What follows belongs to an exercise in optimizing a design on an open flow for small area; a production flow would make more cautious choices.
Only simulation tests tie the RTL to the original design; equivalence was not proved.
No activity file was given, so power comes from the tool's default toggle rates.

### flow/run.sh
#!/bin/bash
# synth_recipe.tcl (not shown) runs the flow's synth.tcl, then flattens the netlist and writes it again
# the make line also repeats each setting of config.mk as NAME=value (left out here)
make -C /OpenROAD-flow-scripts/flow DESIGN_CONFIG=/design/flow/config.mk WORK_HOME=/design/flow/orfs CLKGATE_MAP_FILE= SYNTH_SCRIPT=/design/flow/synth_recipe.tcl finish
### flow/config.mk
export PLATFORM = sky130hd
export DESIGN_NAME = top
export DESIGN_NICKNAME = top
export VERILOG_FILES = /design/flow/design.v
export SDC_FILE = /design/flow/constraint.sdc
export NUM_CORES = 4
export LEC_CHECK = 0
export ABC_AREA = 1
export CAP_MARGIN = 20
export CORE_MARGIN = 2
export CORE_UTILIZATION = 40
export SLEW_MARGIN = 20
### flow/constraint.sdc
create_clock -name core_clock -period 10.0 [get_ports {CLK}]
set_input_delay 2.0000 -clock core_clock [delete_from_list [all_inputs] [get_ports {CLK}]]
set_output_delay 2.0000 -clock core_clock [all_outputs]
set_load 0.01 [all_outputs]
### flow/design.v
module seven_seg_dec (
    input [4:0] value,
    input msb,
    output reg [6:0] dout
);
    always @*
        case ({msb, value})
            6'd0: dout = 7'b 0111111;
            6'd1: dout = 7'b 0000110;
            6'd2: dout = 7'b 1011011;
            6'd3: dout = 7'b 1001111;
            6'd4: dout = 7'b 1100110;
            6'd5: dout = 7'b 1101101;
            6'd6: dout = 7'b 1111101;
            6'd7: dout = 7'b 0000111;
            6'd8: dout = 7'b 1111111;
            6'd9: dout = 7'b 1101111;
            6'd10: dout = 7'b 0111111;
            6'd11: dout = 7'b 0000110;
            6'd12: dout = 7'b 1011011;
            6'd13: dout = 7'b 1001111;
            6'd14: dout = 7'b 1100110;
            6'd15: dout = 7'b 1101101;
            6'd16: dout = 7'b 1111101;
            6'd17: dout = 7'b 0000111;
            6'd18: dout = 7'b 1111111;
            6'd19: dout = 7'b 1101111;
            6'd20: dout = 7'b 0111111;
            6'd21: dout = 7'b 0000110;
            6'd22: dout = 7'b 1011011;
            6'd23: dout = 7'b 1001111;
            6'd24: dout = 7'b 1100110;
            6'd25: dout = 7'b 1101101;
            6'd26: dout = 7'b 1111101;
            6'd27: dout = 7'b 0000111;
            6'd28: dout = 7'b 1111111;
            6'd29: dout = 7'b 1101111;
            6'd30: dout = 7'b 0111111;
            6'd31: dout = 7'b 0000110;
            6'd32: dout = 7'b 0111111;
            6'd33: dout = 7'b 0111111;
            6'd34: dout = 7'b 0111111;
            6'd35: dout = 7'b 0111111;
            6'd36: dout = 7'b 0111111;
            6'd37: dout = 7'b 0111111;
            6'd38: dout = 7'b 0111111;
            6'd39: dout = 7'b 0111111;
            6'd40: dout = 7'b 0111111;
            6'd41: dout = 7'b 0111111;
            6'd42: dout = 7'b 0000110;
            6'd43: dout = 7'b 0000110;
            6'd44: dout = 7'b 0000110;
            6'd45: dout = 7'b 0000110;
            6'd46: dout = 7'b 0000110;
            6'd47: dout = 7'b 0000110;
            6'd48: dout = 7'b 0000110;
            6'd49: dout = 7'b 0000110;
            6'd50: dout = 7'b 0000110;
            6'd51: dout = 7'b 0000110;
            6'd52: dout = 7'b 1011011;
            6'd53: dout = 7'b 1011011;
            6'd54: dout = 7'b 1011011;
            6'd55: dout = 7'b 1011011;
            6'd56: dout = 7'b 1011011;
            6'd57: dout = 7'b 1011011;
            6'd58: dout = 7'b 1011011;
            6'd59: dout = 7'b 1011011;
            6'd60: dout = 7'b 1011011;
            6'd61: dout = 7'b 1011011;
            6'd62: dout = 7'b 1001111;
            6'd63: dout = 7'b 1001111;
            default: dout = 7'b 0111111;
        endcase
endmodule
module debouncer(
    input CLK,
    input rst_n,
    input en,
    input signal_in,
    output signal_out,
    output rise
);
reg last;
reg [2:0] cnt;
reg d;
wire full = &cnt;
assign signal_out = d;
assign rise = en & full & last & ~d;
always @(posedge CLK) begin
    if (!rst_n) begin
        last <= 1'b0;
        cnt <= 3'd7;
        d <= 1'b0;
    end else if (en) begin
        last <= signal_in;
        if (signal_in != last)
            cnt <= 3'd0;
        else if (!full)
            cnt <= cnt + 3'd1;
        if (full)
            d <= last;
    end
end
endmodule
module rotary_decoder(
    input CLK,
    input rst_n,
    input en,
    input A, B,
    output reg increment,
    output reg decrement
);
reg [1:0] ab_old;
reg in_inc;      
reg in_dec;      
wire [1:0] ab = {A, B};
always @(posedge CLK) begin
    if (!rst_n) begin
        ab_old <= 2'b11;
        in_inc <= 1'b0;
        in_dec <= 1'b0;
        increment <= 1'b0;
        decrement <= 1'b0;
    end else if (en) begin
        if (ab != ab_old) begin
            ab_old <= ab;
            in_inc <= (ab_old == 2'b11 && ab == 2'b10) ||
                      (in_inc && ab_old == 2'b10 && ab == 2'b00) ||
                      (in_inc && ab_old == 2'b00 && ab == 2'b01);
            in_dec <= (ab_old == 2'b11 && ab == 2'b01) ||
                      (in_dec && ab_old == 2'b01 && ab == 2'b00) ||
                      (in_dec && ab_old == 2'b00 && ab == 2'b10);
            if (in_inc && ab_old == 2'b01 && ab == 2'b11)
                increment <= 1'b1;
            if (in_dec && ab_old == 2'b10 && ab == 2'b11)
                decrement <= 1'b1;
        end else begin
            increment <= 1'b0;
            decrement <= 1'b0;
        end
    end
end
endmodule
`default_nettype none
module top (
    input  CLK,
    input  BTN_N, BTN1, P1B7, P1B8,
    output P1B1, P1B2, P1B3,
    output P1A1, P1A2, P1A3, P1A4, P1A7, P1A8, P1A9, P1A10,
    output LED5, LED3, LED4
);
    wire rst_n = BTN_N;
    reg [16:0] CLKBANK;
    wire [16:0] CLKBANK_next = CLKBANK + 1;
    always @(posedge CLK) begin
        if (!rst_n)
            CLKBANK <= 0;
        else
            CLKBANK <= CLKBANK_next;
    end
    wire tick_user = CLKBANK[10:0] == 11'h3FF;     
    wire tick_pwm  = CLKBANK[12:0] == 13'h0FFF;    
    reg disp_pulse;
    always @(posedge CLK)
        disp_pulse <= rst_n & (&CLKBANK[9:0]);
    reg [4:0] value_red, value_green, value_blue;
    reg ON_red, ON_green, ON_blue;
    assign P1B1 = ON_red;
    assign P1B2 = ON_green;
    assign P1B3 = ON_blue;
    always @(posedge CLK) begin
        if (!rst_n) begin
            ON_red <= 1;
            ON_green <= 1;
            ON_blue <= 1;
        end else if (tick_pwm) begin
            ON_red <= CLKBANK_next[16:12] >= value_red;
            ON_green <= CLKBANK_next[16:12] >= value_green;
            ON_blue <= CLKBANK_next[16:12] >= value_blue;
        end
    end
    wire BTN1_unused;
    wire BTN1_rise;
    reg [2:0] color_selector;
    assign LED5 = color_selector[0];
    assign LED3 = color_selector[1];
    assign LED4 = color_selector[2];
    debouncer debounce_BTN1(
        .CLK(CLK),
        .rst_n(rst_n),
        .en(tick_user),
        .signal_in(BTN1),
        .signal_out(BTN1_unused),
        .rise(BTN1_rise)
    );
    always @(posedge CLK) begin
        if (!rst_n)
            color_selector <= 3'b001;
        else if (BTN1_rise)
            color_selector <= {color_selector[1:0], color_selector[2]};
    end
    reg sel_moved;
    always @(posedge CLK) begin
        if (!rst_n)
            sel_moved <= 0;
        else if (tick_user)
            sel_moved <= BTN1_rise;
        else if (disp_pulse & ~CLKBANK[10])
            sel_moved <= 0;
    end
    wire A_debounced, B_debounced;
    wire A_rise_unused, B_rise_unused;
    wire increment, decrement;
    debouncer debounce_A(
        .CLK(CLK),
        .rst_n(rst_n),
        .en(tick_user),
        .signal_in(P1B7),
        .signal_out(A_debounced),
        .rise(A_rise_unused)
    );
    debouncer debounce_B(
        .CLK(CLK),
        .rst_n(rst_n),
        .en(tick_user),
        .signal_in(P1B8),
        .signal_out(B_debounced),
        .rise(B_rise_unused)
    );
    rotary_decoder rot_decoder(
        .CLK(CLK),
        .rst_n(rst_n),
        .en(tick_user),
        .A(A_debounced),
        .B(B_debounced),
        .increment(increment),
        .decrement(decrement)
    );
    wire [2:0] rd_sel = sel_moved ? {color_selector[0], color_selector[2:1]}
                                  : color_selector;
    wire [4:0] value_sel = (rd_sel[0] ? value_red : 5'd0) |
                           (rd_sel[1] ? value_green : 5'd0) |
                           (rd_sel[2] ? value_blue : 5'd0);
    reg [4:0] value_new;
    always @* begin
        value_new = value_sel;
        if (decrement) begin
            if (value_sel != 5'd0)
                value_new = value_sel - 5'd1;
        end else if (increment) begin
            if (value_sel != 5'd31)
                value_new = value_sel + 5'd1;
        end
    end
    always @(posedge CLK) begin
        if (!rst_n) begin
            value_red <= 0;
            value_green <= 0;
            value_blue <= 0;
        end else if (tick_user) begin
            if (color_selector[0]) value_red <= value_new;
            if (color_selector[1]) value_green <= value_new;
            if (color_selector[2]) value_blue <= value_new;
        end
    end
    wire [6:0] digit_seg;
    seven_seg_dec digit_decoder(
        .value(value_sel),
        .msb(~CLKBANK[10]),
        .dout(digit_seg)
    );
    reg [7:0] seven_segment;
    assign { P1A10, P1A9, P1A8, P1A7, P1A4, P1A3, P1A2, P1A1 } = seven_segment;
    always @(posedge CLK) begin
        if (!rst_n)
            seven_segment <= 8'hFF;
        else if (disp_pulse)
            seven_segment <= {CLKBANK[10], ~digit_seg};
    end
endmodule
==> impl_metrics.py, run 1 <==
metrics = {
    "run_status": {
        "status": "no timing/DRC/antenna violations",
    },
    "clock_network": {
        "cts.path.max_buffers": 2,
        "tritoncts": "done",
        "path_clk_slew_ns": 0.08,
        "cts_hold_buf": 0,
        "clockRootBuffer": "clkbuf_8",
        "clock_latency_ns": 0.36,
        "htree_levels": 3,
        "cts_made_buffers": 9,
        "cts_sinks": 69,
        "cts-resized-gates": 0,
        "post_cts_buffers": 0,
    },
    "synth": {
        "synth_compound_area_share_pct": 14.38,
        "synth_fp_nets": 632,
        "synthDominantCellAreaShare_pct": 33.21,
        "synth.yosys.seq_area_share_pct": 33.21,
        "synthCells": 596,
        "synth-simple-area-share_pct": 30.57,
        "yosys-mux-area-fraction_pct": 0,
        "yosysTopAreaCell": "dfxtp_1",
        "synth_area_um2": 4159,
        "synth_top_family_by_area": "simple AND/OR/NAND/NOR gates",
        "synth_fa_ha_area_share_pct": 9.326,
        "post_synth_num_cell_types": 37,
        "avgSynthCellArea_um2": 6.978,
        "synth_area_leaders": "dfxtp_1, nand2_1, ha_1, nand3_1, inv_1",
        "ys_seq_elements": 69,
        "yosysWarnings": 4,
        "synth-xor-area-share_pct": 2.316,
    },
    "cells_and_area": {
        "fin_cells": 755,
        "layout.nets": 650,
        "layout_common_cells": "nand2_1, inv_1, dfxtp_1",
        "n_antenna_cell": 0,
        "layout-drive-gt1-share_pct": 8.401,
        "final_util_pct": 45.46,
        "fillerInstances": 1038,
        "final_common_cell": "nand2_1",
        "area_growth_pct": 11.82,
        "multiInputGateArea_um2": 2354,
        "ff_latch_area_um2": 1381,
    },
    "drt": {
        "drt_iter0_drc": 215,
        "vias_per_cell": 5.130,
        "drt.antenna.violating_nets": 0,
        "wl_mm": 9.837,
        "vias": 3873,
        "wire_per_inst_um": 13.03,
        "drc_errors": 0,
        "firstDrtPassIters": 5,
    },
    "global_routing": {
        "grt_pass1_wl_mm": 16.95,
        "grt_start_max_net_pins": 47,
        "grt_overflow_total": 0,
        "track_usage_pct": 18.73,
        "grt_pass1_vias": 3683,
        "antenna_found_initial": 0,
    },
    "setup_path": {
        "cp-start-kind": "primary input",
        "reg2reg_to": "ON_blue",
        "crit_type": "primary input to flop",
        "cp_cell_sequence": "clkdlybuf4s50_1 > inv_2 > a21oi_1 > o21a_1 > nand2_1",
        "arrival_ns": 4.11,
        "worst_setup_path_end_kind": "flop",
        "reg2reg_from": "CLKBANK[0]",
        "rrSetupSlack_ns": 7.04,
        "worstPathRequired_ns": 10.25,
        "cp_slowest_cell": "clkdlybuf4s50_1",
        "crit_buf_inv": 2,
        "critPathMaxFanout": 46,
        "critPathTopFamily": "buffers and inverters",
        "reg2regPathDepth": 16,
        "slowest_delay_ns": 1.06,
    },
    "timing": {
        "fmax_mhz": 258.9,
        "hold_viol": 0,
        "setup_viol_count_final": 0,
        "rsz0062_at_grt": "false",
        "setup_tns_ns": 0,
        "max_slew_margin_pct": 39.72,
        "clock_skew_ns": 0.01118,
        "timing.final.crit_share_pct": 38.63,
        "min_period_ns": 3.863,
        "drv_slew": 0,
        "worst_slew_pin_slew_ns": 0.9013,
    },
    "floorplan": {
        "core_area_um2": 10230,
        "io_pins": 19,
        "start_util_pct": 40.65,
        "die_y_um": 106.0,
        "fp.dieArea_um2": 11230,
        "rows": 37,
        "die_w_um": 106.0,
    },
    "hold_path": {
        "whs_endpoint": "CLKBANK[0]",
        "hp-class": "flop to flop",
        "whs_path_depth": 1,
        "hp-start": "CLKBANK[0]",
    },
    "pwr": {
        "p_comb_share_pct": 2.0,
        "pwr-share-seq_pct": 53.3,
        "p_per_area_nw_per_um2": 111.4,
        "switching_share_pct": 23.97,
        "pwr-share-clk_pct": 44.7,
        "p_int_mw": 0.3940,
        "leakage_nw": 2.066,
        "ir_drop_mv": 0.08924,
        "p_switching_mw": 0.1242,
    },
    "place": {
        "port_buffers": 18,
        "place_inst": 739,
        "gp_congestion": 0.8374,
        "dp_hpwl_mm": 7.433,
    },
    "run": {
        "cap_violations": 0,
    },
}
[worst max path at each step]
stage | slack [ns] | from | cells after the start | endpoint
3_5_place_dp | 5.77 | BTN_N | 5 | seven_segment[4]
4_1_cts | 6.15 | BTN_N | 4 | seven_segment[6]
6_report | 6.14 | BTN_N | 5 | seven_segment[4]
2_1_floorplan | 7.35 | BTN_N | 5 | value_blue[0]
5_1_grt | 5.96 | BTN_N | 5 | seven_segment[4]
3_3_place_gp | 5.84 | BTN_N | 5 | seven_segment[4]
[registers in the layout (all words and copies together), names as in the netlist, 2 cells and up]
signal and count:
CLKBANK 17, color_selector 3, debounce_A.cnt 3, debounce_B.cnt 3, debounce_BTN1.cnt 3, rot_decoder.ab_old 2, seven_segment 8, value_blue 5
value_green 5, value_red 5
[final cells by class]
cell class                      count  share of cell area [%]
Clock inverter                      7                   1.587
Timing Repair Buffer               18                   3.874
Tap cell                          136                   3.659
Multi-Input combinational cell    418                   50.61
Sequential cell                    69                   29.70
Clock buffer                        9                   2.663
Inverter                           98                   7.910
[metrics by stage]
step                power [mW]  hold slack (ns)  setup slack, ns  cell area (um^2)
floorplan               0.2892           0.4176            7.351              4159
CTS                     0.5240           0.4611            6.148              4651
finish                  0.5182           0.4541            6.137              4651
global route            0.5386           0.5003            5.962              4651
global placement        0.2928           0.4370            5.839              4453
detailed placement      0.2930           0.4413            5.767              4453
[power by group through the flow]
stage | clock, mW | sequential (mW) | combinational, mW
floorplan | 0 | 0.282 | 0.00676
global placement | 0 | 0.283 | 0.0103
detailed placement | 0 | 0.283 | 0.0105
CTS | 0.237 | 0.276 | 0.0105
global route | 0.250 | 0.276 | 0.0119
finish | 0.232 | 0.276 | 0.0105
[synthesized netlist by cell type]
cell type and count:
or2_2 2, o21ai_1 7, dfxtp_1 69, o21ai_0 23, nand2_1 121, xor2_1 6
ha_1 31, nor2_1 37, buf_2 3, xnor2_1 5, nand3b_2 1, a21oi_1 56
nor3_4 2, nor3_2 1, inv_2 11, o21a_1 2, nand3_1 65, buf_4 1
a21oi_2 2, nand2_2 2, nand4_1 15, clkbuf_1 3, nor2_4 2, clkinv_1 1
buf_1 3, o21bai_1 3, o211ai_1 11, nor3_1 5, nor4_1 2, a211oi_1 2
nand3_2 4, buf_6 1, nor2_2 6, nand3_4 1, inv_1 86, o31ai_1 2
nand4_2 2
[per-layer routing]
layer	track usage [%]	wire length, um	up-vias
met3	3.985	331	16
li1	-	-	2012
met4	6.109	153	0
met1	24.72	4757	1783
met5	0	0	-
met2	30.60	4594	62
[cells by family after synthesis]
logic type	Yosys count
simple gates	268
xor+xnor	11
buf+inv	109
compound gates	108
flops	69
fa+ha+maj	31
==> run 2, diff against run 1 <==
--- a/flow/config.mk
+++ b/flow/config.mk
@@ -6,5 +6,4 @@
 export NUM_CORES = 4
 export LEC_CHECK = 0
-export ABC_AREA = 1
 export CAP_MARGIN = 20
 export CORE_MARGIN = 2
==> run 2 against run 1 <==
Net effect: critical path depth decreased by 1; setup slack gained 0.050 ns; clock skew down 0.0028 ns; sequential share of layout area decreased by 0.13 points; still clean; clock power increased by 27%; utilization up 0.40 points; power rose by 12%; sequential power about the same; routed wire length fell by 2.9%; cell count fell by 15%; global-route usage is 0.67 points lower.
==> impl_metrics.py, run 2 <==
metrics = {
    "cells_and_area": {
        "n_antenna_cell": 0,
        "final_util_pct": 45.86,
        "largest_reg_flops": 17,
        "fin_area_um2": 4671,
        "layout-drive-gt1-share_pct": 8.119,
        "area_growth_pct": 12.41,
        "fin_cells": 641,
        "max_flop_register": "CLKBANK",
        "layout_common_cells": "dfxtp_1, nor2_1, nand2_1",
        "reg_top3": "CLKBANK x17, seven_segment x8",
        "layout.nets": 536,
        "final_common_cell": "dfxtp_1",
    },
    "setup_path": {
        "arrival_ns": 4.05,
        "worst_setup_path_end_kind": "flop",
        "crit_type": "primary input to flop",
        "cp-start-kind": "primary input",
        "worstPathRequired_ns": 10.24,
        "critPathMaxFanout": 43,
    },
    "clock_network": {
        "tritoncts": "done",
        "cts_made_buffers": 9,
        "cts-resized-gates": 0,
        "cts_sinks": 69,
        "cts.path.max_buffers": 2,
        "cts_hold_buf": 0,
        "clock_latency_ns": 0.35,
        "path_clk_slew_ns": 0.08,
        "post_cts_buffers": 0,
        "htree_levels": 3,
        "clockRootBuffer": "clkbuf_8",
    },
    "synth": {
        "avgSynthCellArea_um2": 8.446,
        "synth_area_leaders": "dfxtp_1, ha_1, o21ai_0, nor2_1, nand2_1",
        "post_synth_num_cell_types": 62,
        "yosysWarnings": 4,
        "synthMostInstantiatedCell": "dfxtp_1",
        "synthArstFlopShare_pct": 0,
        "synthTopCellsByCount": "dfxtp_1, nor2_1, nand2_1",
        "ys_seq_elements": 69,
        "synth.yosys.seq_area_share_pct": 33.24,
        "synth_fp_nets": 528,
        "synth_flop_cell": "dfxtp_1",
        "synthCells": 492,
        "synth_edf_count": 0,
        "synth_area_um2": 4155,
        "synthDominantCellAreaShare_pct": 33.24,
        "yosysTopAreaCell": "dfxtp_1",
    },
    "drt": {
        "vias": 3566,
        "wl_mm": 9.550,
        "drt.antenna.violating_nets": 0,
        "firstDrtPassIters": 6,
        "wire_per_inst_um": 14.90,
        "drt_iter0_drc": 172,
        "vias_per_cell": 5.563,
        "drc_errors": 0,
    },
    "timing": {
        "setup_tns_ns": 0,
        "worst_slew_pin_slew_ns": 0.7205,
        "min_period_ns": 3.813,
        "clock_skew_ns": 0.008396,
        "hold_viol": 0,
        "drv_slew": 0,
        "setup_viol_count_final": 0,
        "max_slew_margin_pct": 51.67,
        "finalWorstSetupSlack_ns": 6.187,
        "hold_slack_ns": 0.4417,
        "rsz0062_at_grt": "false",
        "fmax_mhz": 262.3,
        "timing.final.crit_share_pct": 38.13,
    },
    "floorplan": {
        "die_w_um": 105.9,
        "fp.dieArea_um2": 11220,
        "start_util_pct": 40.80,
        "core_area_um2": 10180,
        "rows": 37,
        "die_y_um": 105.9,
        "io_pins": 19,
    },
    "run": {
        "cap_violations": 0,
    },
    "place": {
        "dp_hpwl_mm": 6.706,
        "port_buffers": 18,
        "place_ws_ns": 5.767,
        "place_inst": 625,
        "placed_area_um2": 4413,
        "gp_congestion": 0.8195,
    },
    "global_routing": {
        "grt_pass1_wl_mm": 16.24,
        "grt_overflow_total": 0,
        "grt_pass1_vias": 3371,
        "antenna_found_initial": 0,
        "track_usage_pct": 18.06,
        "grt_start_max_net_pins": 44,
    },
    "pwr": {
        "ir_drop_mv": 0.06839,
        "power.total_mw": 0.5800,
        "p_per_area_nw_per_um2": 124.2,
        "leakage_nw": 1.772,
    },
    "run_status": {
        "status": "no timing/DRC/antenna violations",
    },
    "hold_path": {
        "hp-class": "flop to flop",
    },
}
==> run 2: changes by cell type in the layout (fill, tap and decap cells not counted), sizes merged, moves of 9 or more <==
cell    delta
a21o      +10
nand2     -87
nand2b    +14
a31oi      +9
a21oi     -31
inv       -71
mux2i     +12
nand3     -52
mux2      +17
and2      +11
nand4     -10
buf       +10
==> run 2: layer usage <==
layer,track usage [%],wire [um]
met1,23.37,4402
met2,29.59,4583
met3,3.188,367
met4,7.895,195
met5,0,0
==> run 2: cell type report <==
cell class | instances | area [um^2]
fill | 1036 | 5514
tap | 136 | 170.2
clock inverter | 5 | 106.4
timing repair buffer | 28 | 255.2
multi-input combinational | 363 | 2497
clock buffer | 11 | 151.4
sequential | 69 | 1381
inverter | 29 | 108.9
==> run 2: critical path: stages <==
cell             delay [ns]
clkdlybuf4s50_1        0.45
buf_4                  0.38
clkinv_1               0.71
a221o_1                0.50
==> run 2: kinds of logic (layout without fill, tap and decap cells) <==
kind of cell | after synthesis | in the layout | share of synthesized area [%]
flip-flops | 69 | 69 | 33.24
AND/OR/NAND/NOR | 160 | 160 | 19.45
multiplexers | 29 | 29 | 7.679
XOR/XNOR | 16 | 16 | 3.372
buffers and inverters | 60 | 73 | 6.654
AO/OA/AOI/OAI | 127 | 127 | 20.27
adder cells (fa/ha/maj) | 31 | 31 | 9.334
==> run 2: path summary, 6_finish.rpt <==
path / start / endpoint / slack, ns / depth (start not counted)
max: BTN_N / debounce_B.cnt[1] / 6.19 / 4
min reg2reg: CLKBANK[0] / CLKBANK[0] / 0.44 / 1
min: CLKBANK[0] / CLKBANK[0] / 0.44 / 1
max reg2reg: CLKBANK[0] / ON_red / 6.76 / 12
==> run 2: report_power, final <==
group	leakage, nW	switching (mW)	internal, mW
Sequential	0.557	0.000608	0.275
Combinational	1.09	0.00588	0.00359
Clock	0.126	0.115	0.180

==> what the ideal ports hide <==
The results above use ideal ports. As a check the final layouts listed here were re-extracted and re-timed, cells and wires unchanged. Step 1, drivers: a clkbuf_16 drives CLK and a buf_2 each remaining input, both assumed. Step 2 times the ports against the registers' clock, not the clock port: input delays grow and output delays shrink by t, the midpoint of the rising clock arrivals with the driver on. a / b / c = ideal / step 1 / step 2; a / b = the first two.
run | t, ns | slack for setup (ns) | hold WS [ns] | worst register clock-pin slew, ns | cell pins on the clock port's net
run 1 | 0.385 | 6.137 / 6.146 / 5.761 | 0.454 / 0.454 / 0.454 | 0.08 / 0.08 | 1
run 2 | 0.384 | 6.187 / 6.196 / 5.812 | 0.442 / 0.442 / 0.442 | 0.08 / 0.08 | 1
After both steps every run listed still meets setup and hold. For run 1, which loses most, drivers alone change the setup slack by +0.009 ns; drivers and shift together by -0.376 ns.
